From an optimization exercise on the open Yosys and OpenROAD flow, aimed at small area; shortcuts taken in it are not production practice.
RTL that was checked went through simulation tests only; none was proved equivalent to the original.
The RTL of runs 7 and 9 was laid out without a check of its function.
In runs 1, 2 and 5 to 9 the design's own scripts or RTL, not TritonCTS, make the clock network.
The clock port is modelled as an ideal driver, which makes a skipped or thinned clock tree look cheaper than it is; a real chip needs a root buffer or a tree.
Power and IR drop assume default switching activity.

===== flow/manual_cts.tcl =====

rename clock_tree_synthesis orfs_clock_tree_synthesis

proc clock_tree_synthesis { args } {
  set k $::env(MANUAL_CTS_CLUSTERS)
  set bufname $::env(MANUAL_CTS_BUF)
  set db [ord::get_db]
  set block [ord::get_db_block]
  set clk [$block findNet clk]
  set master [$db findMaster $bufname]

  # clock sinks and their locations
  set sinks {}
  set xs {}
  set ys {}
  foreach it [$clk getITerms] {
    set inst [$it getInst]
    set bb [$inst getBBox]
    lappend sinks $it
    lappend xs [expr { ([$bb xMin] + [$bb xMax]) / 2.0 }]
    lappend ys [expr { ([$bb yMin] + [$bb yMax]) / 2.0 }]
  }
  set n [llength $sinks]
  puts "manual_cts: $n clock sinks, $k clusters of $bufname"

  # k-means, seeded by slicing the sinks sorted by x
  set order [lsort -real -indices $xs]
  set cx {}
  set cy {}
  for { set c 0 } { $c < $k } { incr c } {
    set i [lindex $order [expr { int(($c + 0.5) * $n / $k) }]]
    lappend cx [lindex $xs $i]
    lappend cy [lindex $ys $i]
  }
  set assign [lrepeat $n 0]
  for { set iter 0 } { $iter < 50 } { incr iter } {
    for { set i 0 } { $i < $n } { incr i } {
      set best 0
      set bestd 1e30
      for { set c 0 } { $c < $k } { incr c } {
        set dx [expr { [lindex $xs $i] - [lindex $cx $c] }]
        set dy [expr { [lindex $ys $i] - [lindex $cy $c] }]
        set d [expr { $dx * $dx + $dy * $dy }]
        if { $d < $bestd } {
          set bestd $d
          set best $c
        }
      }
      lset assign $i $best
    }
    for { set c 0 } { $c < $k } { incr c } {
      set sx 0.0
      set sy 0.0
      set m 0
      for { set i 0 } { $i < $n } { incr i } {
        if { [lindex $assign $i] == $c } {
          set sx [expr { $sx + [lindex $xs $i] }]
          set sy [expr { $sy + [lindex $ys $i] }]
          incr m
        }
      }
      if { $m > 0 } {
        lset cx $c [expr { $sx / $m }]
        lset cy $c [expr { $sy / $m }]
      }
    }
  }

  # balanced assignment: nearest centre first, at most ceil(n/k) sinks each
  set cap [expr { ($n + $k - 1) / $k }]
  set pairs {}
  for { set i 0 } { $i < $n } { incr i } {
    for { set c 0 } { $c < $k } { incr c } {
      set dx [expr { [lindex $xs $i] - [lindex $cx $c] }]
      set dy [expr { [lindex $ys $i] - [lindex $cy $c] }]
      lappend pairs [list [expr { $dx * $dx + $dy * $dy }] $i $c]
    }
  }
  set fill [lrepeat $k 0]
  set done [lrepeat $n 0]
  foreach p [lsort -real -index 0 $pairs] {
    lassign $p d i c
    if { [lindex $done $i] || [lindex $fill $c] >= $cap } { continue }
    lset assign $i $c
    lset done $i 1
    lset fill $c [expr { [lindex $fill $c] + 1 }]
  }
  # buffer at the centre of its final cluster
  for { set c 0 } { $c < $k } { incr c } {
    set sx 0.0
    set sy 0.0
    set m 0
    for { set i 0 } { $i < $n } { incr i } {
      if { [lindex $assign $i] == $c } {
        set sx [expr { $sx + [lindex $xs $i] }]
        set sy [expr { $sy + [lindex $ys $i] }]
        incr m
      }
    }
    if { $m > 0 } {
      lset cx $c [expr { $sx / $m }]
      lset cy $c [expr { $sy / $m }]
    }
  }

  for { set c 0 } { $c < $k } { incr c } {
    set inst [odb::dbInst_create $block $master "clkbuf_manual_$c"]
    set w [[$inst getMaster] getWidth]
    set h [[$inst getMaster] getHeight]
    $inst setLocation [expr { int([lindex $cx $c] - $w / 2) }] [expr { int([lindex $cy $c] - $h / 2) }]
    $inst setPlacementStatus PLACED
    set net [odb::dbNet_create $block "clk_leaf_$c"]
    $net setSigType CLOCK
    [$inst findITerm A] connect $clk
    [$inst findITerm X] connect $net
    set m 0
    for { set i 0 } { $i < $n } { incr i } {
      if { [lindex $assign $i] == $c } {
        set it [lindex $sinks $i]
        $it disconnect
        $it connect $net
        incr m
      }
    }
    puts "manual_cts: clkbuf_manual_$c drives $m sinks"
  }
  set_propagated_clock [all_clocks]
}

===== flow/run.sh =====
#!/bin/bash
# Own flow: the standard layout (standard.sh, unchanged synthesis), with
# the port buffers made of the smallest buffer (buf_1) instead of the
# resizer's default choice, and a one-level clock tree built by
# flow/manual_cts.tcl in place of TritonCTS. Each tool's output goes to a log
# in this folder (and ORFS's own per-step logs under orfs/logs).
set -euo pipefail
cd "$(dirname "$0")/.."

export BUFFER_PORTS_ARGS="-buffer_cell sky130_fd_sc_hd__buf_1"
export PRE_CTS_TCL="$PWD/flow/manual_cts.tcl"
export MANUAL_CTS_CLUSTERS=4
export MANUAL_CTS_BUF=sky130_fd_sc_hd__clkbuf_8

bash standard.sh finish > standard_flow.log 2>&1

===== config.mk =====
export PLATFORM = sky130hd
export DESIGN_NAME = axi_to_apb_bridge
export DESIGN_NICKNAME = axi_to_apb_bridge
export VERILOG_FILES = /design/flow/design.v
export SDC_FILE = /design/flow/constraint.sdc
export NUM_CORES = 4
export LEC_CHECK = 0
export CAP_MARGIN = 20
export CORE_MARGIN = 2
export CORE_UTILIZATION = 65
export SLEW_MARGIN = 20
export SYNTH_HIERARCHICAL = 1
export SYNTH_MINIMUM_KEEP_SIZE = 0

===== standard.sh =====
#!/bin/bash
# synth_recipe.tcl (not shown) runs the flow's synth.tcl, then flattens the netlist and writes it again
# the make line also repeats each setting of config.mk as NAME=value (left out here)
make -C /OpenROAD-flow-scripts/flow DESIGN_CONFIG=/design/flow/config.mk WORK_HOME=/design/flow/orfs CLKGATE_MAP_FILE= SYNTH_SCRIPT=/design/flow/synth_recipe.tcl "${@:-finish}"

===== constraint.sdc =====
create_clock -name core_clock -period 5.0 [get_ports {clk}]
set_input_delay 1.0000 -clock core_clock [delete_from_list [all_inputs] [get_ports {clk}]]
set_output_delay 1.0000 -clock core_clock [all_outputs]
set_load 0.01 [all_outputs]

===== design.v =====
`timescale 1ns / 1ps
module axi_to_apb_bridge_sel (
    input  logic s0,
    input  logic a,
    input  logic s1,
    input  logic b,
    output logic y
);
    assign y = (s0 & a) | (s1 & b);
endmodule
module axi_to_apb_bridge (
    input  logic        clk,
    input  logic        rst_n,
    input  logic [31:0] awaddr,
    input  logic        awvalid,
    output logic        awready,
    input  logic [31:0] wdata,
    input  logic        wvalid,
    output logic        wready,
    output logic        bvalid,
    input  logic        bready,
    output logic        PSEL,
    output logic        PENABLE,
    output logic        PWRITE,
    output logic [31:0] PADDR,
    output logic [31:0] PWDATA
);
    logic        st1, st0;
    logic [1:0]  cnt;
    logic [31:0] addr;
    logic [31:0] data;
    wire idle   = ~st1 & ~st0;
    wire busy   = st1 | st0;
    wire access = st1 & ~st0;
    wire wdone  = st1 &  st0;
    wire last   = wdone & (cnt == 2'd3);
    wire bhs    = bvalid & bready;
    assign PSEL    = st1;
    assign PWRITE  = st1;
    assign wready  = access;
    assign PENABLE = wdone;
    assign PADDR   = addr;
    assign PWDATA  = data;
    always_ff @(posedge clk or negedge rst_n) begin
        if (!rst_n) begin
            st1     <= 1'b0;
            st0     <= 1'b0;
            awready <= 1'b0;
            bvalid  <= 1'b0;
            cnt     <= 2'd0;
        end else begin
            case ({st1, st0})
                2'b00: if (awvalid && awready) st0 <= 1'b1;
                2'b01: if (wvalid) begin st1 <= 1'b1; st0 <= 1'b0; end
                2'b10: st0 <= 1'b1;
                2'b11: begin st1 <= 1'b0; st0 <= ~last; end
            endcase
            if (bhs)
                awready <= 1'b1;
            else if (idle && awvalid)
                awready <= ~awready;
            if (bhs)
                bvalid <= 1'b0;
            else if (last)
                bvalid <= 1'b1;
            if (bhs)
                cnt <= 2'd0;
            else if (wdone)
                cnt <= cnt + 2'd1;
        end
    end
    logic [29:0] t;     
    logic [29:0] nxt;
    assign nxt = addr[31:2] ^ t;
    assign t[0] = wdone;
    assign t[15:1] = addr[16:2] & t[14:0];
    assign t[16] = t[0] & (&addr[17:2]);
    assign t[29:17] = addr[30:18] & t[28:16];
    logic [31:0] addr_d, data_d;
    logic        load_d, hold_d;
    assign load_d = ~st1;
    assign hold_d = st1;
    genvar i;
    generate
        for (i = 0; i < 32; i++) begin : g_sel
            axi_to_apb_bridge_sel u_addr (
                .s0(idle), .a(awaddr[i]),
                .s1(busy), .b(i < 2 ? addr[i] : nxt[i >= 2 ? i - 2 : 0]),
                .y(addr_d[i]));
            axi_to_apb_bridge_sel u_data (
                .s0(load_d), .a(wdata[i]),
                .s1(hold_d), .b(data[i]),
                .y(data_d[i]));
        end
    endgenerate
    always_ff @(posedge clk) begin
        addr <= addr_d;
        data <= data_d;
    end
endmodule

==> impl_metrics.ini, run 1 <==
[synth]
synth_cells = 193
synth_edf_count = 0
yosysTopAreaCellShare = 0.505
yosysSeqAreaShare = 0.564
synth_commonest_cells = 64 x a22o_1, 64 x dfxtp_1, 29 x ha_1, 6 x dfrtp_1, 5 x a21oi_1
ys.flop_type = dfxtp_1
ys_top_cells_by_area = dfxtp_1 50%, a22o_1 22%, ha_1 14%
syn_nets = 291
ys_ff_latch = 70
yosysTopAreaCell = dfxtp_1
synthArstFlopShare = 0.0857
syn-mean-instance-area_um2 = 13.1
yosys_warnings = 7
mappedNetlistArea_um2 = 2540
ys_types = 20

[min_path]
hold_class = flop to flop

[global_route]
grt_pass1_vias = 1997
track_usage = 0.259
grt-ovfl-total = 0
grt_max_degree = 39
antenna_found_initial = 0
grt_pass1_wl_mm = 9.07

[final_layout]
syn_to_final_growth_pct = 26.0
multiInputGateArea_um2 = 1090
postLayoutCellArea_um2 = 3200
num_antenna_cells = 0
fin_util = 0.861
nFillCells = 217
drive_gt1_frac = 0.0238
ff_latch_area_um2 = 1430
layout.nets = 436

[timing]
finalCriticalPeriod_ps = 3920
clock_skew_ps = 11.7
slew_headroom = 0.344
fin_setup_tns_ps = 0
postLayoutSetupSlackWorst_ps = 1080
rsz0062_at_grt = no
fin_crit_sh = 0.784
max_slew.worst_pin.slew_ps = 982
hold_violations = 0
fmax_mhz = 255
maxSlewViolCount = 0
setup_violations = 0

[placed_design]
placed_area_um2 = 3120
numPortBuffers = 138
post-place-ws_ps = 1160
dpl.hpwl_mm = 4.40
place.gp.congestion = 0.835

[routing]
final_antenna_net_count = 0
first_pass_iters = 6
via_count = 2159
dr.first_iter.drc_count = 107
avgViaCountPerCell = 5.62
drt_wl_total_mm = 5.95
drc = 0
wl_per_cell_um = 15.5

[clocking]
ctsResizeCount = 0
ctsHoldBuffers = 0
cts_setup_buffers = 0
clk_pin_slew_ps = 110
clk_latency_ps = 170

[setup_path]
cp-end-kind = flop
critPathMaxFanout = 6
critPathLaunchType = flop
cp.arrival_ps = 3990
required_ps = 5070
critPathKind = flop to flop

[run_status]
outcome = timing/DRC/antenna clean

[die]
rows = 22
die_y_um = 66.5
die_x_um = 66.5
start_util = 0.683
core-area_um2 = 3720
design.portCount = 139
die_area_um2 = 4420

[power_and_ir_drop]
powerDensity_nw_per_um2 = 677
leakagePower_uw = 0.00143
ir_drop_uv = 398
finalPower_uw = 2160

[flow_run]
max-cap-violations = 0
==> modules after synthesis (local to each module, per instance) <==
| module | flops+latches | copies in the design |
|---|---|---|
| axi_to_apb_bridge | 70 | 1 |
| axi_to_apb_bridge_sel | 0 | 64 |
==> sequential cells by signal, indices dropped and copies added (netlist names) <==
register / cells
st1: 1
data: 32
st0: 1
cnt: 2
awready: 1
bvalid: 1
addr: 32
==> metrics by stage <==
step | std cells | hold WS (ps)
floorplan | 193 | 511
global placement | 379 | 450
detailed placement | 379 | 452
CTS | 383 | 481
global route | 384 | 496
finish | 384 | 479
==> layout make-up <==
class | instances | area share
buffer | 4 | 0.0172
inverter | 3 | 0.00352
multi-input combinational | 119 | 0.340
sequential | 70 | 0.448
tap | 48 | 0.0188
timing repair buffer | 140 | 0.173
==> per-layer routing <==
metal  track usage  part of all wire
met2         0.465              0.48
met3        0.0304             0.070
met5             0                 0
met4        0.0561             0.021
met1         0.334              0.42
==> worst paths after layout <==
path	startpoint	end	slack (ps)	cells after the start
max	st0	addr[17]	1080	19
min	data[14]	data[14]	480	1
max reg2reg	st0	addr[17]	1080	19
min reg2reg	data[14]	data[14]	480	1
max in group asynchronous	rst_n	cnt[1]	4050	1
min in group asynchronous	rst_n	awready	700	1
==> critical path, cell delays in order, from the launching register on <==
cell and delay [ps]:
dfrtp_1 440, nand2_1 160, inv_1 120, ha_1 220, ha_1 180, ha_1 180
ha_1 180, ha_1 200, ha_1 200, ha_1 190, ha_1 190, ha_1 180
ha_1 190, ha_1 190, ha_1 180, ha_1 170, ha_1 180, ha_1 190
xor2_1 140, a22o_1 180
==> cell usage in the layout (no fill, tap or decap) <==
cell type / n
or3_1: 1
inv_1: 3
nor2_1: 1
dfrtp_1: 6
clkbuf_8: 4
buf_4: 1
xor2_1: 2
mux2i_1: 2
nor3_2: 1
a22o_1: 64
ha_1: 29
buf_1: 138
nand4_1: 4
and3_1: 1
o21ai_1: 1
o21a_1: 1
nand2_1: 4
a21oi_1: 5
or2_2: 1
o21bai_1: 1
xnor2_1: 1
buf_16: 1
dfxtp_1: 64
==> kinds of logic after synthesis <==
group                      count (synthesis)  share of synthesized area
buffers and inverters                      4                    0.00740
muxes                                      2                    0.00789
DFF                                       70                      0.564
and+or+nand+nor                           13                     0.0286
AOI/OAI and AO/OA                         72                      0.239
adders and majority gates                 29                      0.143
xor gates and xnor gates                   3                     0.0104
==> power by group <==
group / internal, uW / total, uW / switching [uW]
Sequential: 835 / 1010 / 175
Combinational: 411 / 938 / 526
Clock: 74.6 / 216 / 141
==> run 2, diff against run 1 <==
--- a/config.mk
+++ b/config.mk
@@ -7,6 +7,7 @@
 export LEC_CHECK = 0
-export CAP_MARGIN = 20
+export CAP_MARGIN = 0
 export CORE_MARGIN = 2
 export CORE_UTILIZATION = 65
-export SLEW_MARGIN = 20
+export PLACE_DENSITY = 0.85
+export SLEW_MARGIN = 0
 export SYNTH_HIERARCHICAL = 1
==> run 2 against run 1 <==
Total power down 1.5%. Utilization down 0.74 points. Synthesized cell count unchanged. Critical path depth unchanged. Hold slack worse by 1.8 ps. Synthesized area unchanged. Sequential power about the same. Final cell count down 0.26%. Combinational power down 2.7%. Flip-flop and latch count unchanged.
==> impl_metrics.ini, run 2 <==
[die]
design.portCount = 139
die_area_um2 = 4420
start_util = 0.683
die_x_um = 66.5
die_y_um = 66.5
rows = 22
core-area_um2 = 3720

[global_route]
grt_max_degree = 39
grt_pass1_wl_mm = 8.92
track_usage = 0.254
grt_pass1_vias = 2026
antenna_found_initial = 0
grt-ovfl-total = 0

[timing]
fin_setup_tns_ps = 0
fin_crit_sh = 0.774
finalCriticalPeriod_ps = 3870
fmax_mhz = 258
hold_violations = 0
rsz0062_at_grt = no
maxSlewViolCount = 0
max_slew.worst_pin.slew_ps = 1090
clock_skew_ps = 4.91
slew_headroom = 0.275
setup_violations = 0

[setup_path]
critPathLaunchType = flop
critPathMaxFanout = 6
worstPathCellList = nand2_1 > inv_1 > ha_1 > ha_1 > ha_1 > ha_1 > ha_1 > ha_1 > ha_1 > ha_1 > ha_1 > ha_1 > ha_1 > ha_1 > ha_1 > ha_1 > ha_1 > xor2_1 > a22o_1
cp-end-kind = flop
required_ps = 5070
crit_top_cell = ha_1
slowest_delay_ps = 430
critPathKind = flop to flop
cp.arrival_ps = 3940
slowest_stage = dfrtp_1

[synth]
synth_commonest_cells = 64 x a22o_1, 64 x dfxtp_1, 29 x ha_1, 6 x dfrtp_1, 5 x a21oi_1
yosys.area_share.simple = 0.0286
yosys_warnings = 7
synthArstFlopShare = 0.0857
syn-mean-instance-area_um2 = 13.1
mappedNetlistArea_um2 = 2540
ys_types = 20
yosysTopAreaCellShare = 0.505
synth_fa_ha_area_frac = 0.143
muxShareOfSynthArea = 0.00789
synth_xor_area_frac = 0.0104
yosysTopAreaCell = dfxtp_1
synth_cells = 193
yosysSeqAreaShare = 0.564
syn_nets = 291
ys.flop_type = dfxtp_1
ys_ff_latch = 70
synth_edf_count = 0
synth_compound_area_frac = 0.239
synth_top_family_by_area = compound AO/OA/AOI/OAI gates
ys_top_cells_by_area = dfxtp_1 50%, a22o_1 22%, ha_1 14%

[routing]
via_count = 2149
drt_wl_total_mm = 5.95
avgViaCountPerCell = 5.61
drc = 0
wl_per_cell_um = 15.5
dr.first_iter.drc_count = 115
first_pass_iters = 4
final_antenna_net_count = 0

[final_layout]
layout.cells.most_common_list = 138 x buf_1, 64 x a22o_1, 64 x dfxtp_1
num_antenna_cells = 0
postLayoutCellArea_um2 = 3170
final_common_cell = buf_1
drive_gt1_frac = 0.0179
nFillCells = 225
top_regs = addr (32), data (32), cnt (2)
layout.nets = 435
syn_to_final_growth_pct = 25.0
fin_util = 0.853

[min_path]
hold_class = flop to flop

[clocking]
ctsHoldBuffers = 0
clk_latency_ps = 160
ctsResizeCount = 0
cts_setup_buffers = 0
clk_pin_slew_ps = 110

[power_and_ir_drop]
leakagePower_uw = 0.00142
powerDensity_nw_per_um2 = 672
ir_drop_uv = 467

[run_status]
outcome = timing/DRC/antenna clean

[flow_run]
max-cap-violations = 0

[placed_design]
placed_area_um2 = 3120
dpl.hpwl_mm = 4.57
place.gp.congestion = 0.805
numPortBuffers = 138
==> run 2: critical path: cells and delay by family, from the launching register on <==
| family | cells | cell delay [ps] |
|---|---|---|
| AOI/OAI and AO/OA | 1 | 170 |
| DFF | 1 | 430 |
| and+or+nand+nor | 1 | 160 |
| adders and majority gates | 15 | 2760 |
| buffers and inverters | 1 | 120 |
| xor gates and xnor gates | 1 | 140 |
==> run 2: per-module statistics from Yosys, one instance, submodules excluded <==
module | cell area (um2) | cells inside | flip-flops and latches | copies in the design
axi_to_apb_bridge | 1980 | 129 | 70 | 1
axi_to_apb_bridge_sel | 8.76 | 1 | 0 | 64
==> run 2: cell type report <==
cell class | count | area (um2) | share of cell area
well taps | 48 | 60.1 | 0.0189
repair buffers | 139 | 526 | 0.166
multi-input cells | 119 | 1090 | 0.343
inverters | 3 | 11.3 | 0.00355
plain buffers | 4 | 55.1 | 0.0174
flip-flops and latches | 70 | 1430 | 0.451
==> run 2: final timing paths <==
kind	to	startpoint	slack (ps)	cells past startpoint
max	addr[17]	st0	1130	19
min	data[14]	data[14]	480	1
max reg2reg	addr[17]	st0	1130	19
min reg2reg	data[14]	data[14]	480	1
max in group asynchronous	awready	rst_n	4070	1
min in group asynchronous	bvalid	rst_n	690	1
==> run 2: kinds of logic after synthesis <==
kind of cell / Yosys count
flops: 70
compound gates: 72
mux: 2
simple gates: 13
fa+ha+maj: 29
xor+xnor: 3
buf+inv: 4
==> run 2: through the flow <==
| stage | hold WS, ps | total power [uW] | setup WS (ps) | cells |
|---|---|---|---|---|
| 2_1_floorplan | 511 | 1580 | 883 | 193 |
| 4_1_cts | 481 | 2140 | 1110 | 383 |
| 5_1_grt | 490 | 2280 | 925 | 383 |
| 3_3_place_gp | 451 | 1890 | 1270 | 379 |
| 6_report | 477 | 2130 | 1130 | 383 |
| 3_5_place_dp | 451 | 1930 | 1130 | 379 |
==> run 2: where the power goes <==
group | internal, uW | leakage [uW] | switching, uW
logic | 392 | 0.000781 | 522
clock network | 74.5 | 0.0000288 | 138
registers | 835 | 0.000611 | 170
==> run 2: per-layer routing <==
metal	track usage	share of wire	vias to the layer above
met1	0.319	0.41	1019
met3	0.0236	0.066	9
met4	0.0281	0.011	0
li1	-	-	1045
met2	0.483	0.52	76
met5	0	0	-
==> run 3, diff against run 2 <==
--- a/config.mk
+++ b/config.mk
@@ -9,4 +9,4 @@
 export CORE_MARGIN = 2
-export CORE_UTILIZATION = 65
-export PLACE_DENSITY = 0.85
+export CORE_UTILIZATION = 80
+export PLACE_DENSITY = 0.9
 export SLEW_MARGIN = 0
==> run 3 against run 2 <==
The flow now stops in global placement. Synthesized cell count unchanged. Synthesized area stayed put.
==> impl_metrics.ini, run 3 <==
[run_status]
outcome = did not finish
stop_stage = global placement
error_line = [ERROR GPL-0301] Utilization 107.199 % exceeds 100%.

[synth]
synth_edf_count = 0
synth_xor_area_frac = 0.0104
synth_fa_ha_area_frac = 0.143
ys.flop_type = dfxtp_1
syn_nets = 291
mappedNetlistArea_um2 = 2540
yosysTopAreaCellShare = 0.505
ys_types = 20
ys_ff_latch = 70
synth_cells = 193
yosys_warnings = 7
synth_commonest_cells = 64 x a22o_1, 64 x dfxtp_1, 29 x ha_1, 6 x dfrtp_1, 5 x a21oi_1
synthArstFlopShare = 0.0857
synth_compound_area_frac = 0.239
syn-mean-instance-area_um2 = 13.1
ys_top_cells_by_area = dfxtp_1 50%, a22o_1 22%, ha_1 14%
yosysTopAreaCell = dfxtp_1
muxShareOfSynthArea = 0.00789
yosys.area_share.simple = 0.0286
synth_top_family_by_area = compound AO/OA/AOI/OAI gates
yosysSeqAreaShare = 0.564

[die]
die_y_um = 60.3
rows = 20
start_util = 0.838
die_x_um = 60.3
design.portCount = 139

[placed_design]
numPortBuffers = 138
==> run 3: cell counts after synthesis <==
No cell type changed its count.
==> run 3: cells by family after synthesis <==
kind of cell / Yosys count
adders and majority gates: 29
AOI/OAI and AO/OA: 72
DFF: 70
xor gates and xnor gates: 3
buffers and inverters: 4
muxes: 2
and+or+nand+nor: 13
==> run 3: modules after synthesis, one instance, submodules excluded <==
module,cells,area (um2)
axi_to_apb_bridge,129,1980
axi_to_apb_bridge_sel,1,8.76
==> run 4, diff against run 3 <==
--- a/flow/run.sh
+++ b/flow/run.sh
@@ -11,3 +11,3 @@
 export PRE_CTS_TCL="$PWD/flow/manual_cts.tcl"
-export MANUAL_CTS_CLUSTERS=4
+export MANUAL_CTS_CLUSTERS=3
 export MANUAL_CTS_BUF=sky130_fd_sc_hd__clkbuf_8
==> run 4 against run 3 <==
The flow again stops in global placement. Synthesized cell count stayed put. Synthesized area unchanged.
==> impl_metrics.ini, run 4 <==
[synth]
ys_ff_latch = 70
synthArstFlopShare = 0.0857
synth_edf_count = 0
syn_nets = 291
yosys_warnings = 7
syn-mean-instance-area_um2 = 13.1
yosysSeqAreaShare = 0.564
ys.flop_type = dfxtp_1
ys_types = 20
yosysTopAreaCellShare = 0.505
synth_cells = 193
synth_commonest_cells = 64 x a22o_1, 64 x dfxtp_1, 29 x ha_1, 6 x dfrtp_1, 5 x a21oi_1
yosysTopAreaCell = dfxtp_1
ys_top_cells_by_area = dfxtp_1 50%, a22o_1 22%, ha_1 14%
mappedNetlistArea_um2 = 2540

[run_status]
error_line = [ERROR GPL-0301] Utilization 107.199 % exceeds 100%.
stop_stage = global placement
outcome = did not finish

[die]
die_y_um = 60.3
design.portCount = 139
rows = 20
start_util = 0.838
die_x_um = 60.3

[placed_design]
numPortBuffers = 138
-- run 4: cell counts after synthesis --
No cell type changed its count.
-- run 4: logic make-up after synthesis --
group / share of synthesized area
AOI/OAI and AO/OA: 0.239
DFF: 0.564
adders and majority gates: 0.143
and+or+nand+nor: 0.0286
buffers and inverters: 0.00740
xor gates and xnor gates: 0.0104
muxes: 0.00789
-- run 4: modules after synthesis, one instance, submodules excluded --
module	flops+latches	cell area [um2]	cells
axi_to_apb_bridge_sel	0	8.76	1
axi_to_apb_bridge	70	1980	129
==> run 5, diff against run 4 <==
--- a/flow/run.sh
+++ b/flow/run.sh
@@ -12,3 +12,3 @@
 export MANUAL_CTS_CLUSTERS=3
-export MANUAL_CTS_BUF=sky130_fd_sc_hd__clkbuf_8
+export MANUAL_CTS_BUF=sky130_fd_sc_hd__buf_8
 
--- a/config.mk
+++ b/config.mk
@@ -9,4 +9,4 @@
 export CORE_MARGIN = 2
-export CORE_UTILIZATION = 80
-export PLACE_DENSITY = 0.9
+export CORE_UTILIZATION = 65
+export PLACE_DENSITY = 0.85
 export SLEW_MARGIN = 0
==> run 5 against run 4 <==
Now clean on timing, DRC and antenna. Synthesized area is the same. Synthesized cell count unchanged.
==> impl_metrics.ini, run 5 <==
[run_status]
outcome = timing/DRC/antenna clean

[die]
core-area_um2 = 3720
start_util = 0.683
die_y_um = 66.5
design.portCount = 139
die_area_um2 = 4420
rows = 22
die_x_um = 66.5

[setup_path]
slowest_delay_ps = 440
cp-end-kind = flop
critPathMaxFanout = 6
required_ps = 5050
worstPathCellList = nand2_1 > inv_1 > ha_1 > ha_1 > ha_1 > ha_1 > ha_1 > ha_1 > ha_1 > ha_1 > ha_1 > ha_1 > ha_1 > ha_1 > ha_1 > ha_1 > ha_1 > xor2_1 > a22o_1
cp.arrival_ps = 3940
critPathLaunchType = flop
critPathKind = flop to flop
crit_top_cell = ha_1
slowest_stage = dfrtp_1

[clocking]
clk_pin_slew_ps = 120
cts_setup_buffers = 0
clk_latency_ps = 140
ctsHoldBuffers = 0
ctsResizeCount = 0

[routing]
drc = 0
via_count = 2131
dr.first_iter.drc_count = 132
first_pass_iters = 4
drt_wl_total_mm = 5.92
final_antenna_net_count = 0
avgViaCountPerCell = 5.58
wl_per_cell_um = 15.5

[synth]
yosysTopAreaCell = dfxtp_1
syn_nets = 291
yosysTopAreaCellShare = 0.505
synth_edf_count = 0
yosys_warnings = 7
yosysSeqAreaShare = 0.564
syn-mean-instance-area_um2 = 13.1
synth_commonest_cells = 64 x a22o_1, 64 x dfxtp_1, 29 x ha_1, 6 x dfrtp_1, 5 x a21oi_1
ys_top_cells_by_area = dfxtp_1 50%, a22o_1 22%, ha_1 14%
synthArstFlopShare = 0.0857
ys_ff_latch = 70
ys_types = 20
ys.flop_type = dfxtp_1
mappedNetlistArea_um2 = 2540
synth_cells = 193

[final_layout]
syn_to_final_growth_pct = 24.6
layout.cells.most_common_list = 138 x buf_1, 64 x a22o_1, 64 x dfxtp_1
final_common_cell = buf_1
finalNonFillerCells = 382
layout.nets = 434
top_regs = addr (32), data (32), cnt (2)
drive_gt1_frac = 0.0150
num_antenna_cells = 0

[flow_run]
max-cap-violations = 0

[global_route]
antenna_found_initial = 0
grt_max_degree = 39
track_usage = 0.255
grt_pass1_wl_mm = 8.93
grt-ovfl-total = 0
grt_pass1_vias = 1994

[timing]
finalCriticalPeriod_ps = 3890
fin_crit_sh = 0.777
max_slew.worst_pin.slew_ps = 1080
slew_headroom = 0.281
fin_setup_tns_ps = 0
hold_violations = 0
rsz0062_at_grt = no
maxSlewViolCount = 0
fmax_mhz = 257
setup_violations = 0
clock_skew_ps = 10.6

[power_and_ir_drop]
powerDensity_nw_per_um2 = 671
ir_drop_uv = 452
leakagePower_uw = 0.00141

[placed_design]
dpl.hpwl_mm = 4.57
numPortBuffers = 138
place.gp.congestion = 0.805
dp_cells = 379

[min_path]
hold_class = flop to flop
run 5: final cells by class:
| class | instances | area (um2) |
|---|---|---|
| sequential | 70 | 1430 |
| multi-input combinational | 119 | 1090 |
| fill | 230 | 556 |
| timing repair buffer | 139 | 526 |
| tap | 48 | 60.1 |
| buffer | 3 | 45.0 |
| inverter | 3 | 11.3 |
run 5: worst paths after layout:
path | from | end | slack [ps] | cells past startpoint
max in group asynchronous | rst_n | st0 | 4050 | 1
max | st0 | addr[17] | 1110 | 19
min | data[14] | data[14] | 480 | 1
min reg2reg | data[14] | data[14] | 480 | 1
min in group asynchronous | rst_n | cnt[0] | 700 | 1
max reg2reg | st0 | addr[17] | 1110 | 19
run 5: per-stage QoR:
step | hold WS (ps) | utilization | worst slack [ps] | area, um2 | power [uW]
after global placement | 451 | 0.838 | 1270 | 3120 | 1890
after CTS | 482 | 0.851 | 1110 | 3160 | 2130
after detailed placement | 451 | 0.838 | 1130 | 3120 | 1930
final | 478 | 0.851 | 1110 | 3160 | 2120
after floorplan | 511 | - | 883 | 2540 | 1580
after global routing | 492 | 0.851 | 932 | 3160 | 2270
run 5: modules after synthesis, one instance, submodules excluded:
| module | times used | cells | cell area [um2] | flops+latches |
|---|---|---|---|---|
| axi_to_apb_bridge | 1 | 129 | 1980 | 70 |
| axi_to_apb_bridge_sel | 64 | 1 | 8.76 | 0 |
run 5: critical path, delay by kind of cell (launching register included):
family / cells / cell delay, ps
AO/OA/AOI/OAI: 1 / 170
XOR/XNOR: 1 / 140
adder cells (fa/ha/maj): 15 / 2750
buffers and inverters: 1 / 120
flip-flops: 1 / 440
AND/OR/NAND/NOR: 1 / 160
run 5: routing by layer:
metal	GRT usage	wire length (um)	vias to the layer above
met5	0	0	-
met3	0.0287	430	6
met4	0.0306	63	0
li1	-	-	1040
met1	0.320	2360	1007
met2	0.480	3070	78
run 5: cells by family (layout without fill, tap and decap cells):
group	count (synthesis)	after routing	share of synthesized area
fa+ha+maj	29	29	0.143
mux	2	2	0.00789
simple gates	13	13	0.0286
compound gates	72	72	0.239
flops	70	70	0.564
buf+inv	4	145	0.00740
xor+xnor	3	3	0.0104
run 5: power breakdown:
group          total (uW)  internal [uW]  switching (uW)
sequential           1000            835             169
clock                 202           69.0             133
combinational         915            392             522
==> run 6, diff against run 5 <==
--- a/flow/run.sh
+++ b/flow/run.sh
@@ -11,4 +11,4 @@
 export PRE_CTS_TCL="$PWD/flow/manual_cts.tcl"
-export MANUAL_CTS_CLUSTERS=3
-export MANUAL_CTS_BUF=sky130_fd_sc_hd__buf_8
+export MANUAL_CTS_CLUSTERS=4
+export MANUAL_CTS_BUF=sky130_fd_sc_hd__buf_6
 
==> run 6 against run 5 <==
First-iteration DRC count grew 11%. Via count rose by 0.42%. Clock skew is 3.6 ps lower. Sequential power is essentially flat. Still clean on timing, DRC and antenna. Clock power barely moved. Largest cell class unchanged. Synthesized area did not move.
==> impl_metrics.ini, run 6 <==
[final_layout]
num_antenna_cells = 0
drive_gt1_frac = 0.0179
fin_util = 0.851
final_common_cell = buf_1
layout.nets = 435
nFillCells = 224
top_regs = addr (32), data (32), cnt (2)
multiInputGateArea_um2 = 1090
syn_to_final_growth_pct = 24.6
layout.cells.most_common_list = 138 x buf_1, 64 x a22o_1, 64 x dfxtp_1
ff_latch_area_um2 = 1430

[die]
die_x_um = 66.5
die_y_um = 66.5
design.portCount = 139
core-area_um2 = 3720
start_util = 0.683
rows = 22
die_area_um2 = 4420

[routing]
final_antenna_net_count = 0
wl_per_cell_um = 15.8
drc = 0
via_count = 2140
first_pass_iters = 4
avgViaCountPerCell = 5.59
drt_wl_total_mm = 6.04
dr.first_iter.drc_count = 147

[synth]
ys_top_cells_by_area = dfxtp_1 50%, a22o_1 22%, ha_1 14%
ys_types = 20
yosysTopAreaCellShare = 0.505
syn-mean-instance-area_um2 = 13.1
synth_commonest_cells = 64 x a22o_1, 64 x dfxtp_1, 29 x ha_1, 6 x dfrtp_1, 5 x a21oi_1
yosys_warnings = 7
ys.flop_type = dfxtp_1
yosysTopAreaCell = dfxtp_1
yosysSeqAreaShare = 0.564
synth_edf_count = 0
mappedNetlistArea_um2 = 2540
syn_nets = 291
ys_ff_latch = 70
synthArstFlopShare = 0.0857
synth_cells = 193

[placed_design]
place.gp.congestion = 0.805
numPortBuffers = 138
dpl.hpwl_mm = 4.57

[timing]
fmax_mhz = 259
finalCriticalPeriod_ps = 3870
setup_violations = 0
slew_headroom = 0.272
hold_violations = 0
fin_setup_tns_ps = 0
clock_skew_ps = 7.05
rsz0062_at_grt = no
fin_crit_sh = 0.774
max_slew.worst_pin.slew_ps = 1090
maxSlewViolCount = 0

[run_status]
outcome = timing/DRC/antenna clean

[clocking]
ctsHoldBuffers = 0
clk_latency_ps = 140
ctsResizeCount = 0
clk_pin_slew_ps = 120
cts_setup_buffers = 0

[flow_run]
max-cap-violations = 0

[setup_path]
required_ps = 5050
critPathKind = flop to flop
crit_top_cell = ha_1
critPathLaunchType = flop
cp.arrival_ps = 3920
slowest_delay_ps = 430
critPathMaxFanout = 6
crit_family = adder cells
slowest_stage = dfrtp_1
cp.buffers_inverters = 1
worstPathCellList = nand2_1 > inv_1 > ha_1 > ha_1 > ha_1 > ha_1 > ha_1 > ha_1 > ha_1 > ha_1 > ha_1 > ha_1 > ha_1 > ha_1 > ha_1 > ha_1 > ha_1 > xor2_1 > a22o_1
cp-end-kind = flop

[power_and_ir_drop]
ir_drop_uv = 418
leakagePower_uw = 0.00142
powerDensity_nw_per_um2 = 673

[min_path]
hold_class = flop to flop

[global_route]
grt_pass1_vias = 2021
track_usage = 0.261
antenna_found_initial = 0
grt-ovfl-total = 0
grt_max_degree = 39
grt_pass1_wl_mm = 9.14
## run 6: cell counts after synthesis
Identical to the previous run, type by type.
## run 6: final timing paths
kind / from / slack (ps) / cells past startpoint / endpoint
min in group asynchronous: rst_n / 710 / 1 / cnt[0]
hold reg to reg: data[14] / 480 / 1 / data[14]
setup / recovery: st0 / 1130 / 19 / addr[17]
hold / removal: data[14] / 480 / 1 / data[14]
max in group asynchronous: rst_n / 4050 / 1 / awready
setup reg to reg: st0 / 1130 / 19 / addr[17]
## run 6: metrics by stage
step / total power, uW / cell area, um2 / std cells / hold WS, ps / setup slack, ps
global route: 2280 / 3160 / 383 / 493 / 930
floorplan: 1580 / 2540 / 193 / 511 / 883
finish: 2130 / 3160 / 383 / 480 / 1130
CTS: 2130 / 3160 / 383 / 483 / 1110
detailed placement: 1930 / 3120 / 379 / 451 / 1130
global placement: 1890 / 3120 / 379 / 451 / 1270
## run 6: area by class of cell
class	count	area share
Buffer	4	0.0143
Inverter	3	0.00356
Multi-Input combinational cell	119	0.344
Sequential cell	70	0.453
Tap cell	48	0.0190
Timing Repair Buffer	139	0.166
## run 6: power breakdown
| group | internal [uW] | total, uW | switching (uW) |
|---|---|---|---|
| Clock | 65.0 | 204 | 139 |
| Sequential | 835 | 1010 | 170 |
| Combinational | 392 | 916 | 524 |
| Total | 1290 | 2130 | 834 |
## run 6: layer usage
metal / routed length [um] / track usage
met5: 0 / 0
met4: 76 / 0.0383
met3: 417 / 0.0253
met2: 3120 / 0.493
met1: 2430 / 0.329
## run 6: cell families after synthesis
group           synth area share
mux                      0.00789
xor+xnor                  0.0104
flops                      0.564
buf+inv                  0.00740
simple gates              0.0286
fa+ha+maj                  0.143
compound gates             0.239
## run 6: worst register-to-register path: stages (launching register included)
cell     delay (ps)
dfrtp_1         430
nand2_1         160
inv_1           120
ha_1            220
ha_1            180
ha_1            180
ha_1            180
ha_1            180
ha_1            180
ha_1            180
ha_1            190
ha_1            200
ha_1            180
ha_1            170
ha_1            180
ha_1            180
ha_1            180
ha_1            180
xor2_1          140
a22o_1          170
## run 6: modules after synthesis (local to each module, per instance)
module	cells	area (um2)
axi_to_apb_bridge	129	1980
axi_to_apb_bridge_sel	1	8.76
==> run 7, diff against run 6 <==
--- a/design.v
+++ b/design.v
@@ -75,5 +75,5 @@
     assign t[0] = wdone;
-    assign t[15:1] = addr[16:2] & t[14:0];
-    assign t[16] = t[0] & (&addr[17:2]);
-    assign t[29:17] = addr[30:18] & t[28:16];
+    assign t[19:1] = addr[20:2] & t[18:0];
+    assign t[20] = t[10] & (&addr[21:12]);
+    assign t[29:21] = addr[30:22] & t[28:20];
     logic [31:0] addr_d, data_d;
--- a/flow/run.sh
+++ b/flow/run.sh
@@ -3,4 +3,5 @@
 # the port buffers made of the smallest buffer (buf_1) instead of the
-# resizer's default choice, and a one-level clock tree built by
-# flow/manual_cts.tcl in place of TritonCTS. Each tool's output goes to a log
+# resizer's default choice, and, in place of TritonCTS, area recovery
+# (flow/area_recover.tcl: unbuffering and downsizing where timing allows)
+# and a one-level clock tree, both run by flow/manual_cts.tcl. Each tool's output goes to a log
 # in this folder (and ORFS's own per-step logs under orfs/logs).
@@ -11,2 +12,3 @@
 export PRE_CTS_TCL="$PWD/flow/manual_cts.tcl"
+export AREA_RECOVER_SLACK=0.3
 export MANUAL_CTS_CLUSTERS=4
==> flow/area_recover.tcl (new file) <==
# Area recovery after placement: removes buffers that synthesis or placement
# repair left between internal nets (port buffers stay), then swaps each
# combinational cell or register for the smallest-area cell of the same
# function (same name stem, other drive strength) while setup slack stays
# above AREA_RECOVER_SLACK ns and there are no max-slew or max-capacitance
# violations.

proc ar_check { min_slack } {
  estimate_parasitics -placement
  set ws [sta::worst_slack_cmd max]
  return [expr { $ws >= $min_slack * 1e-9
                 && [sta::max_slew_violation_count] == 0
                 && [sta::max_capacitance_violation_count] == 0 }]
}

proc ar_area { } {
  set a 0.0
  foreach inst [[ord::get_db_block] getInsts] {
    set m [$inst getMaster]
    if { [$m getType] eq "CORE" } {
      set a [expr { $a + [$m getWidth] * [$m getHeight] / 1e6 }]
    }
  }
  return $a
}

proc area_recover { } {
  set min_slack $::env(AREA_RECOVER_SLACK)
  set block [ord::get_db_block]
  puts "area_recover: start area [format %.1f [ar_area]]"

  # buffers whose nets touch no port
  set bufs {}
  foreach inst [$block getInsts] {
    set mname [[$inst getMaster] getName]
    if { ![regexp {^sky130_fd_sc_hd__(buf|clkbuf)_[0-9]+$} $mname] } { continue }
    set port 0
    foreach it [$inst getITerms] {
      set net [$it getNet]
      if { $net ne "NULL" && ([llength [$net getBTerms]] > 0 || [$net getSigType] eq "CLOCK") } {
        set port 1
      }
    }
    if { !$port } { lappend bufs [$inst getName] }
  }
  if { [llength $bufs] > 0 } {
    puts "area_recover: removing buffers $bufs"
    remove_buffers [get_cells $bufs]
  }

  # downsizing, largest cells first
  set cand {}
  foreach inst [$block getInsts] {
    set m [$inst getMaster]
    if { [$m getType] ne "CORE" } { continue }
    set mname [$m getName]
    if { ![regexp {^(sky130_fd_sc_hd__.+)_([0-9]+)$} $mname -> stem size] } { continue }
    if { [regexp {tapvpwrvgnd|fill|decap} $stem] } { continue }
    lappend cand [list [$inst getName] $stem $mname]
  }
  foreach c $cand {
    lassign $c iname stem mname
    set inst [$block findInst $iname]
    if { $inst eq "NULL" } { continue }
    set cur [[$inst getMaster] getName]
    set curarea [expr { [[$inst getMaster] getWidth] * [[$inst getMaster] getHeight] }]
    set opts {}
    foreach lc [get_lib_cells ${stem}_*] {
      set n [get_name $lc]
      if { ![regexp "^${stem}_\[0-9\]+\$" $n] } { continue }
      set skip 0
      foreach pat [expr { [info exists ::env(DONT_USE_CELLS)] ? $::env(DONT_USE_CELLS) : {} }] {
        if { [string match $pat $n] } { set skip 1 }
      }
      if { $skip } { continue }
      set m [[ord::get_db] findMaster $n]
      if { $m eq "NULL" } { continue }
      set a [expr { [$m getWidth] * [$m getHeight] }]
      if { $a < $curarea } { lappend opts [list $a $n] }
    }
    foreach o [lsort -integer -index 0 $opts] {
      lassign $o a n
      replace_cell [get_cells $iname] $n
      if { [ar_check $min_slack] } {
        puts "area_recover: $iname $cur -> $n"
        set cur $n
        break
      }
      replace_cell [get_cells $iname] $cur
    }
  }
  estimate_parasitics -placement
  puts "area_recover: end area [format %.1f [ar_area]] worst slack [sta::worst_slack_cmd max]"
}
--- a/flow/manual_cts.tcl
+++ b/flow/manual_cts.tcl
@@ -1 +1,3 @@
+
+source [file join [file dirname [info script]] area_recover.tcl]
 
@@ -4,2 +6,3 @@
 proc clock_tree_synthesis { args } {
+  area_recover
   set k $::env(MANUAL_CTS_CLUSTERS)
==> run 7 against run 6 <==
Combinational power decreased by 34%. Design area decreased by 14%. Largest cell class unchanged. Critical path type unchanged. Global-route usage decreased by 1.4 points.
==> impl_metrics.ini, run 7 <==
[power_and_ir_drop]
ir_drop_uv = 376
comb_power_share = 0.304
p_clk_frac = 0.100
p_switching_uw = 782
leakagePower_uw = 0.00126
internal_power_uw = 1210
powerDensity_nw_per_um2 = 734
swShare = 0.393
power_frac_seq = 0.596

[final_layout]
syn_to_final_growth_pct = 4.79
num_antenna_cells = 0
layout.nets = 299
layout.cells.most_common_list = 64 x a22o_1, 64 x dfxtp_1, 24 x ha_1
drive_gt1_frac = 0.0854
top_regs = addr (32), data (32), cnt (2)
ff_latch_area_um2 = 1440
multiInputGateArea_um2 = 1140
nFillCells = 255
fin_util = 0.724

[synth]
synth_cells = 195
synthArstFlopShare = 0.0857
yosysSeqAreaShare = 0.553
ys_ff_latch = 70
syn-mean-instance-area_um2 = 13.3
ys_types = 24
synth_commonest_cells = 64 x a22o_1, 64 x dfxtp_1, 29 x ha_1, 6 x dfrtp_1, 3 x nand3_1
yosys_warnings = 7
syn_nets = 293
ys.flop_type = dfxtp_1
yosysTopAreaCell = dfxtp_1
ys_top_cells_by_area = dfxtp_1 50%, a22o_1 22%, ha_1 14%
mappedNetlistArea_um2 = 2590
yosysTopAreaCellShare = 0.495
synth_edf_count = 0

[die]
die_y_um = 67.1
die_x_um = 67.1
start_util = 0.691
design.portCount = 139
core-area_um2 = 3740
rows = 22
die_area_um2 = 4500

[timing]
fmax_mhz = 210
rsz0062_at_grt = no
slew_headroom = 0.282
finalCriticalPeriod_ps = 4760
clock_skew_ps = 6.34
setup_violations = 0
maxSlewViolCount = 0
max_slew.worst_pin.slew_ps = 1080
hold_violations = 0
fin_crit_sh = 0.952
fin_setup_tns_ps = 0

[placed_design]
place.gp.congestion = 0.812
dpl.hpwl_mm = 4.63
numPortBuffers = 138

[setup_path]
r2r-end = addr[31]
rrSetupSlack_ps = 240
cp.arrival_ps = 4800
worstPathCellList = and2_4 > ha_1 > ha_2 > ha_2 > ha_1 > ha_1 > ha_2 > ha_1 > ha_1 > ha_1 > ha_2 > nand4_1 > nor3_1 > ha_1 > ha_1 > ha_1 > ha_1 > ha_1 > ha_1 > ha_1 > ha_1 > ha_2 > xor2_1 > a22o_1
cp-end-kind = flop
critPathMaxFanout = 8
critPathKind = flop to flop
slowest_stage = dfrtp_4
slowest_delay_ps = 570
r2r_start = st1
crit_top_cell = ha_1
required_ps = 5040
reg2reg_depth = 24
critPathLaunchType = flop

[global_route]
grt_pass1_wl_mm = 8.58
track_usage = 0.248
grt_pass1_vias = 1701
grt-ovfl-total = 0
grt_max_degree = 35
antenna_found_initial = 0

[clocking]
clk_pin_slew_ps = 110
clk_latency_ps = 140

[routing]
drt_wl_total_mm = 6.00
via_count = 1712
drc = 0
avgViaCountPerCell = 6.93
dr.first_iter.drc_count = 93
wl_per_cell_um = 24.3
final_antenna_net_count = 0
first_pass_iters = 4

[min_path]
hold_class = input pin to async pin

[run_status]
outcome = timing/DRC/antenna clean

[flow_run]
max-cap-violations = 0
run 7: modules after synthesis (local to each module, per instance):
| module | flip-flops and latches | cells | copies in the design |
|---|---|---|---|
| axi_to_apb_bridge | 70 | 131 | 1 |
| axi_to_apb_bridge_sel | 0 | 1 | 64 |
run 7: power groups by stage:
stage / sequential (uW) / clock [uW] / combinational, uW
3_3_place_gp: 987 / 0 / 911
5_1_grt: 1220 / 224 / 670
2_1_floorplan: 1130 / 0 / 461
6_report: 1190 / 198 / 605
4_1_cts: 1200 / 203 / 585
3_5_place_dp: 1000 / 0 / 937
run 7: cell type report:
cell class                      count  area share
Multi-Input combinational cell    120       0.419
Sequential cell                    70       0.530
Buffer                              4      0.0166
Timing Repair Buffer                3     0.00970
Inverter                            2     0.00277
Tap cell                           48      0.0222
run 7: layer usage:
layer,GRT usage,up-vias,part of all wire
li1,-,780,-
met2,0.444,94,0.50
met1,0.287,823,0.37
met5,0,-,0
met3,0.0642,15,0.11
met4,0.0740,0,0.027
run 7: repair_timing:
| action | in CTS | in global routing |
|---|---|---|
| gates resized for setup | 1 | 7 |
| hold buffers | 0 | 0 |
| setup endpoints to repair | 3 | 3 |
| pin swaps | 0 | 0 |
| setup buffers | 2 | 1 |
run 7: worst max path at each step:
stage / from / endpoint / depth (start not counted)
floorplan: st1 / addr[31] / 25
global placement: st1 / addr[31] / 24
detailed placement: st1 / addr[31] / 24
CTS: st1 / addr[31] / 24
global route: st1 / addr[31] / 24
finish: st1 / addr[31] / 24
run 7: metrics by stage:
step                total power, uW  instance area (um2)  cells  hold WS [ps]  setup WS (ps)
finish                         1990                 2710    247           536            238
global route                   2110                 2710    247           517           3.86
CTS                            1980                 2690    246           533           5.57
detailed placement             1940                 3150    380           451            330
global placement               1900                 3150    380           451            522
floorplan                      1590                 2590    195           511            173
run 7: worst max-delay path: cells and delay by family, from the launching register on:
family                     cells  cell delay [ps]
AOI/OAI and AO/OA              1              180
DFF                            1              570
and+or+nand+nor                3              340
xor gates and xnor gates       1              160
adders and majority gates     19             3410
run 7: kinds of logic after synthesis:
kind of cell               Yosys count  share of synthesized area
and+or+nand+nor                     13                     0.0300
adders and majority gates           29                      0.140
muxes                                3                     0.0135
DFF                                 70                      0.553
AOI/OAI and AO/OA                   73                      0.243
xor gates and xnor gates             2                    0.00677
buffers and inverters                5                     0.0131
==> run 8, diff against run 7 <==
--- a/design.v
+++ b/design.v
@@ -75,5 +75,5 @@
     assign t[0] = wdone;
-    assign t[19:1] = addr[20:2] & t[18:0];
-    assign t[20] = t[10] & (&addr[21:12]);
-    assign t[29:21] = addr[30:22] & t[28:20];
+    assign t[15:1] = addr[16:2] & t[14:0];
+    assign t[16] = t[0] & (&addr[17:2]);
+    assign t[29:17] = addr[30:18] & t[28:16];
     logic [31:0] addr_d, data_d;
==> run 8 against run 7 <==
Total power rose by 6.8%. Clock power rose by 3%. Flip-flop and latch count did not move. Sequential share of layout area fell by 7.5 points. Worst setup slack improved by 320 ps. Combinational power rose by 45%. Wire length rose by 1.8%. Utilization rose by 12 points. Critical endpoint is now addr[17]. Largest cell class unchanged.
==> impl_metrics.ini, run 8 <==
[power_and_ir_drop]
swShare = 0.393
comb_power_share = 0.414
leakagePower_uw = 0.00141
power_frac_seq = 0.491
powerDensity_nw_per_um2 = 674
internal_power_uw = 1290
finalPower_uw = 2120
ir_drop_uv = 406
p_switching_uw = 835
p_clk_frac = 0.096

[die]
core-area_um2 = 3720
start_util = 0.683
die_y_um = 66.5
die_x_um = 66.5
rows = 22
design.portCount = 139
die_area_um2 = 4420

[routing]
dr.first_iter.drc_count = 125
final_antenna_net_count = 0
wl_per_cell_um = 16.0
drt_wl_total_mm = 6.10
via_count = 2152
first_pass_iters = 4
drc = 0
avgViaCountPerCell = 5.63

[final_layout]
layout.cells.most_common_list = 138 x buf_1, 64 x a22o_1, 64 x dfxtp_1
syn_to_final_growth_pct = 24.1
num_antenna_cells = 0
top_regs = addr (32), data (32), cnt (2)
drive_gt1_frac = 0.0120
final_common_cell = buf_1
layout.nets = 434

[synth]
syn-mean-instance-area_um2 = 13.1
synthArstFlopShare = 0.0857
yosysSeqAreaShare = 0.564
yosysTopAreaCell = dfxtp_1
syn_nets = 291
yosys_warnings = 7
ys_top_cells_by_area = dfxtp_1 50%, a22o_1 22%, ha_1 14%
synth_commonest_cells = 64 x a22o_1, 64 x dfxtp_1, 29 x ha_1, 6 x dfrtp_1, 5 x a21oi_1
ys_ff_latch = 70
yosysTopAreaCellShare = 0.505
synth_edf_count = 0
mappedNetlistArea_um2 = 2540
synth_cells = 193
ys_types = 20
ys.flop_type = dfxtp_1

[min_path]
hold_class = flop to flop
whs_endpoint = data[14]
hold_start = data[14]
whs_path_depth = 1

[placed_design]
numPortBuffers = 138
post-place-ws_ps = 1130
dpl.hpwl_mm = 4.57
place.gp.congestion = 0.805

[setup_path]
cp-end-kind = flop
crit_top_cell = ha_1
reg2reg_depth = 19
rrSetupSlack_ps = 560
cp.buffers_inverters = 1
slowest_stage = dfrtp_1
critPathMaxFanout = 39
critPathKind = flop to flop
critPathLaunchType = flop
cp.arrival_ps = 4490
r2r-end = addr[17]
required_ps = 5050
crit_family = adder cells
slowest_delay_ps = 810
worstPathCellList = nand2_1 > inv_1 > ha_1 > ha_1 > ha_1 > ha_1 > ha_1 > ha_1 > ha_1 > ha_1 > ha_1 > ha_1 > ha_1 > ha_1 > ha_1 > ha_1 > ha_1 > xor2_1 > a22o_1
r2r_start = st1

[clocking]
ctsResizeCount = 0
ctsHoldBuffers = 0
cts_setup_buffers = 0
clk_latency_ps = 140
clk_pin_slew_ps = 110

[timing]
rsz0062_at_grt = no
fin_setup_tns_ps = 0
max_slew.worst_pin.slew_ps = 1160
maxSlewViolCount = 0
finalCriticalPeriod_ps = 4440
fmax_mhz = 225
hold_violations = 0
slew_headroom = 0.227
postLayoutSetupSlackWorst_ps = 556
fin_crit_sh = 0.889
clock_skew_ps = 3.82
setup_violations = 0
worst_hold_slack_ps = 480

[global_route]
grt-ovfl-total = 0
grt_pass1_vias = 2027
grt_max_degree = 40
grt_pass1_wl_mm = 9.15
track_usage = 0.262
antenna_found_initial = 0

[run_status]
outcome = timing/DRC/antenna clean

[flow_run]
max-cap-violations = 0
## run 8: modules after synthesis, one instance, submodules excluded
module / cell area (um2) / flops+latches / cells inside / copies in the design
axi_to_apb_bridge_sel: 8.76 / 0 / 1 / 64
axi_to_apb_bridge: 1980 / 70 / 129 / 1
## run 8: logic make-up after synthesis
kind of cell | count (synthesis) | synth area share
XOR/XNOR | 3 | 0.0104
flip-flops | 70 | 0.564
AO/OA/AOI/OAI | 72 | 0.239
multiplexers | 2 | 0.00789
adder cells (fa/ha/maj) | 29 | 0.143
buffers and inverters | 4 | 0.00740
AND/OR/NAND/NOR | 13 | 0.0286
## run 8: routing by layer
layer  part of all wire  GRT usage  up-vias  routed length, um
li1                   -          -     1038                  -
met3              0.070     0.0253       10                430
met1               0.39      0.326     1018               2400
met4              0.015     0.0485        0                 90
met5                  0          0        -                  0
met2               0.52      0.493       86               3180
## run 8: worst register-to-register path, stage by stage (launching register included)
cell and delay, ps:
dfrtp_1 810, nand2_1 320, inv_1 130, ha_1 220, ha_1 180, ha_1 180
ha_1 180, ha_1 180, ha_1 180, ha_1 180, ha_1 190, ha_1 200
ha_1 180, ha_1 180, ha_1 180, ha_1 180, ha_1 180, ha_1 180
xor2_1 150, a22o_1 170
## run 8: through the flow
step           area (um2)  cells  utilization
4_1_cts              3150    382        0.847
3_3_place_gp         3120    379        0.838
2_1_floorplan        2540    193            -
5_1_grt              3150    382        0.847
6_report             3150    382        0.847
3_5_place_dp         3120    379        0.838
## run 8: power by group through the flow
stage / combinational, uW / clock (uW) / sequential [uW]
floorplan: 430 / 0 / 1150
global route: 973 / 224 / 1070
CTS: 887 / 203 / 1040
finish: 878 / 203 / 1040
global placement: 892 / 0 / 1000
detailed placement: 917 / 0 / 1020
## run 8: final cells by class
cell class / count / area (um2)
sequential: 70 / 1430
fill: 228 / 568
inverter: 3 / 11.3
timing repair buffer: 138 / 518
buffer: 4 / 45.0
multi-input combinational: 119 / 1080
tap: 48 / 60.1
## run 8: worst max path at each step
stage                     endpoint  cells past startpoint  startpoint  slack (ps)
after global placement    addr[17]                     19         st0        1270
after global routing      addr[17]                     19         st1         320
after CTS                 addr[17]                     19         st1         560
after detailed placement  addr[17]                     19         st0        1130
final                     addr[17]                     19         st1         560
after floorplan           addr[17]                     19         st1         880
==> run 9, diff against run 8 <==
--- a/design.v
+++ b/design.v
@@ -75,5 +75,5 @@
     assign t[0] = wdone;
-    assign t[15:1] = addr[16:2] & t[14:0];
-    assign t[16] = t[0] & (&addr[17:2]);
-    assign t[29:17] = addr[30:18] & t[28:16];
+    assign t[17:1] = addr[18:2] & t[16:0];
+    assign t[18] = t[5] & (&addr[19:7]);
+    assign t[29:19] = addr[30:20] & t[28:18];
     logic [31:0] addr_d, data_d;
--- a/flow/area_recover.tcl
+++ b/flow/area_recover.tcl
@@ -26,2 +26,42 @@
 
+# Removes buffer iname (its loads move to its input net) unless that breaks
+# the checks, in which case the buffer is put back as it was.
+proc ar_unbuffer { iname min_slack } {
+  set block [ord::get_db_block]
+  set inst [$block findInst $iname]
+  set master [$inst getMaster]
+  set loc [$inst getLocation]
+  set orient [$inst getOrient]
+  set in_net [[$inst findITerm A] getNet]
+  set out_net [[$inst findITerm X] getNet]
+  set out_name [$out_net getName]
+  set loads {}
+  foreach it [$out_net getITerms] {
+    if { [$it getInst] ne $inst } { lappend loads $it }
+  }
+  foreach it $loads {
+    $it disconnect
+    $it connect $in_net
+  }
+  odb::dbInst_destroy $inst
+  odb::dbNet_destroy $out_net
+  if { [ar_check $min_slack] } {
+    puts "area_recover: removed buffer $iname"
+    return
+  }
+  set inst [odb::dbInst_create $block $master $iname]
+  $inst setOrient $orient
+  $inst setLocation [lindex $loc 0] [lindex $loc 1]
+  $inst setPlacementStatus PLACED
+  set out_net [odb::dbNet_create $block $out_name]
+  [$inst findITerm A] connect $in_net
+  [$inst findITerm X] connect $out_net
+  foreach it $loads {
+    $it disconnect
+    $it connect $out_net
+  }
+  ar_check $min_slack
+  puts "area_recover: kept buffer $iname"
+}
+
 proc area_recover { } {
@@ -29,3 +69,4 @@
   set block [ord::get_db_block]
-  puts "area_recover: start area [format %.1f [ar_area]]"
+  set ninst [llength [$block getInsts]]
+  puts "area_recover: start area [format %.1f [ar_area]], $ninst instances"
 
@@ -45,5 +86,4 @@
   }
-  if { [llength $bufs] > 0 } {
-    puts "area_recover: removing buffers $bufs"
-    remove_buffers [get_cells $bufs]
+  foreach b $bufs {
+    ar_unbuffer $b $min_slack
   }
@@ -92,3 +132,3 @@
   estimate_parasitics -placement
-  puts "area_recover: end area [format %.1f [ar_area]] worst slack [sta::worst_slack_cmd max]"
+  puts "area_recover: end area [format %.1f [ar_area]], [llength [$block getInsts]] instances, worst slack [sta::worst_slack_cmd max]"
 }
==> run 9 against run 8 <==
Flip-flop and latch count did not move. Clock skew up 9.3 ps. Synthesized area increased by 2.2%. Final cell count rose by 0.52%. Total power is 0.38% higher. Global-route usage grew 0.43 points. Hold slack worse by 1.6 ps. Sequential power about the same. Synthesized cell count rose by 1.6%. Register-to-register slack better by 140 ps. Maximum frequency is 3.2% higher. Critical path type unchanged. Critical endpoint is now addr[31].
==> impl_metrics.ini, run 9 <==
[routing]
first_pass_iters = 4
avgViaCountPerCell = 5.74
dr.first_iter.drc_count = 99
final_antenna_net_count = 0
drt_wl_total_mm = 6.37
wl_per_cell_um = 16.6
drc = 0
via_count = 2203

[clocking]
ctsHoldBuffers = 0
ctsResizeCount = 0
cts_setup_buffers = 0
clk_pin_slew_ps = 120
clk_latency_ps = 140

[synth]
ys_types = 25
synthArstFlopShare = 0.0857
yosysTopAreaCellShare = 0.494
ys_ff_latch = 70
ys.flop_type = dfxtp_1
mappedNetlistArea_um2 = 2590
yosys_warnings = 7
syn-mean-instance-area_um2 = 13.2
synth_cells = 196
ys_top_cells_by_area = dfxtp_1 49%, a22o_1 22%, ha_1 14%
synth_commonest_cells = 64 x a22o_1, 64 x dfxtp_1, 29 x ha_1, 6 x dfrtp_1, 3 x nand4_1
yosysSeqAreaShare = 0.552
yosysTopAreaCell = dfxtp_1
synth_edf_count = 0
syn_nets = 294

[min_path]
hold_class = flop to flop

[power_and_ir_drop]
leakagePower_uw = 0.00142
swShare = 0.395
p_clk_frac = 0.096
p_switching_uw = 842
internal_power_uw = 1290
comb_power_share = 0.430
ir_drop_uv = 558
power_frac_seq = 0.474
finalPower_uw = 2130
powerDensity_nw_per_um2 = 669

[timing]
worst_hold_slack_ps = 478
max_slew.worst_pin.slew_ps = 1120
slew_headroom = 0.251
fin_crit_sh = 0.861
maxSlewViolCount = 0
rsz0062_at_grt = no
fmax_mhz = 232
setup_violations = 0
fin_setup_tns_ps = 0
finalCriticalPeriod_ps = 4300
clock_skew_ps = 13.1
hold_violations = 0

[setup_path]
r2r_start = st0
crit_path_end = addr[31]
critPathLaunchType = flop
slowest_stage = dfrtp_1
r2r-end = addr[31]
rrSetupSlack_ps = 700
critical_path_cell_count = 21
reg2reg_depth = 21
crit_path_start = st0
worstPathCellList = and2_1 > ha_1 > ha_1 > ha_1 > ha_1 > ha_1 > nand4_1 > nor4_1 > ha_1 > ha_1 > ha_1 > ha_1 > ha_1 > ha_1 > ha_1 > ha_1 > ha_1 > ha_1 > ha_1 > xor2_1 > a22o_1
critPathMaxFanout = 13
required_ps = 5050
critPathKind = flop to flop
crit_top_cell = ha_1
cp.arrival_ps = 4360
slowest_delay_ps = 520
cp.buffers_inverters = 0
crit_family = adder cells
cp-end-kind = flop

[placed_design]
dpl.hpwl_mm = 4.74
numPortBuffers = 138
place.gp.congestion = 0.892
dp_cells = 381

[global_route]
grt_max_degree = 46
grt_pass1_vias = 2076
antenna_found_initial = 0
track_usage = 0.266
grt-ovfl-total = 0
grt_pass1_wl_mm = 9.31

[die]
die_area_um2 = 4510
die_y_um = 67.2
rows = 22
design.portCount = 139
start_util = 0.693
core-area_um2 = 3740
die_x_um = 67.2

[run_status]
outcome = timing/DRC/antenna clean

[final_layout]
multiInputGateArea_um2 = 1120
finalNonFillerCells = 384
nFillCells = 230
drive_gt1_frac = 0.0149
layout.cells.most_common_list = 138 x buf_1, 64 x a22o_1, 64 x dfxtp_1
final_common_cell = buf_1
layout.nets = 436
fin_util = 0.850
ff_latch_area_um2 = 1430
num_antenna_cells = 0
syn_to_final_growth_pct = 22.8
top_regs = addr (32), data (32), cnt (2)

[flow_run]
max-cap-violations = 0
==> run 9: power groups by stage <==
stage          Clock (uW)  Sequential [uW]  Combinational, uW
2_1_floorplan           0             1130                463
3_3_place_gp            0             1010                896
3_5_place_dp            0             1020                930
4_1_cts               205             1010                925
5_1_grt               227             1040               1010
6_report              205             1010                916
==> run 9: cell families (layout without fill, tap and decap cells) <==
family	Yosys count	in the layout	synth area share
simple gates	14	14	0.0323
compound gates	73	73	0.242
flops	70	70	0.552
buf+inv	5	145	0.0130
mux	3	3	0.0135
xor+xnor	2	2	0.00676
fa+ha+maj	29	29	0.140
==> run 9: metal layers <==
| metal | share of wire | vias up | global-route usage |
|---|---|---|---|
| met5 | 0 | - | 0 |
| met2 | 0.53 | 90 | 0.502 |
| met1 | 0.38 | 1049 | 0.311 |
| met3 | 0.073 | 15 | 0.0350 |
| li1 | - | 1049 | - |
| met4 | 0.023 | 0 | 0.0816 |
==> run 9: worst min path at each step <==
stage / end / slack (ps) / start / cells after the start
2_1_floorplan: addr[0] / 510 / addr[0] / 1
3_3_place_gp: data[12] / 450 / data[12] / 1
3_5_place_dp: data[6] / 450 / data[6] / 1
4_1_cts: data[3] / 480 / data[3] / 1
5_1_grt: data[6] / 490 / data[6] / 1
6_report: data[6] / 480 / data[6] / 1
==> run 9: per-stage QoR <==
step	cell area, um2	setup WS (ps)
after floorplan	2590	477
after global placement	3160	895
after detailed placement	3160	720
after CTS	3180	705
after global routing	3180	490
final	3180	696
==> run 9: final cells by class <==
class | count | area share
multi-input combinational | 121 | 0.351
buffer | 5 | 0.0157
tap | 48 | 0.0189
timing repair buffer | 138 | 0.163
sequential | 70 | 0.450
inverter | 2 | 0.00236
==> run 9: per-module statistics from Yosys, one instance, submodules excluded <==
module	cells inside	times used
axi_to_apb_bridge	132	1
axi_to_apb_bridge_sel	1	64

static timing again, ports no longer ideal:
The results above use ideal ports. As a check the final layouts listed here were re-extracted and re-timed, cells and wires unchanged.
Step 1, drivers: a clkbuf_16 drives clk and a buf_2 each remaining input, both assumed.
Step 2 adds t to the input delays and takes it off the output delays; t is the mean of the earliest and latest rising clock arrival at the registers after step 1. Input paths then give back, and output paths get back, about the clock's delay inside the block.
Slacks: ideal / step 1 / step 2; pairs: ideal / step 1.
run	shift t [ns]	setup WS [ns]	worst setup path at the end
run 1	0.216	1.079 / 1.079 / 1.079	register to register
run 2	0.210	1.130 / 1.130 / 1.130	register to register
run 5	0.191	1.114 / 1.114 / 1.114	register to register
run 6	0.192	1.132 / 1.132 / 1.132	register to register
run 7	0.191	0.238 / 0.238 / 0.238	register to register
run 8	0.190	0.556 / 0.556 / 0.556	register to register
run 9	0.195	0.696 / 0.696 / 0.696	register to register
After both steps every run listed still meets setup and hold.
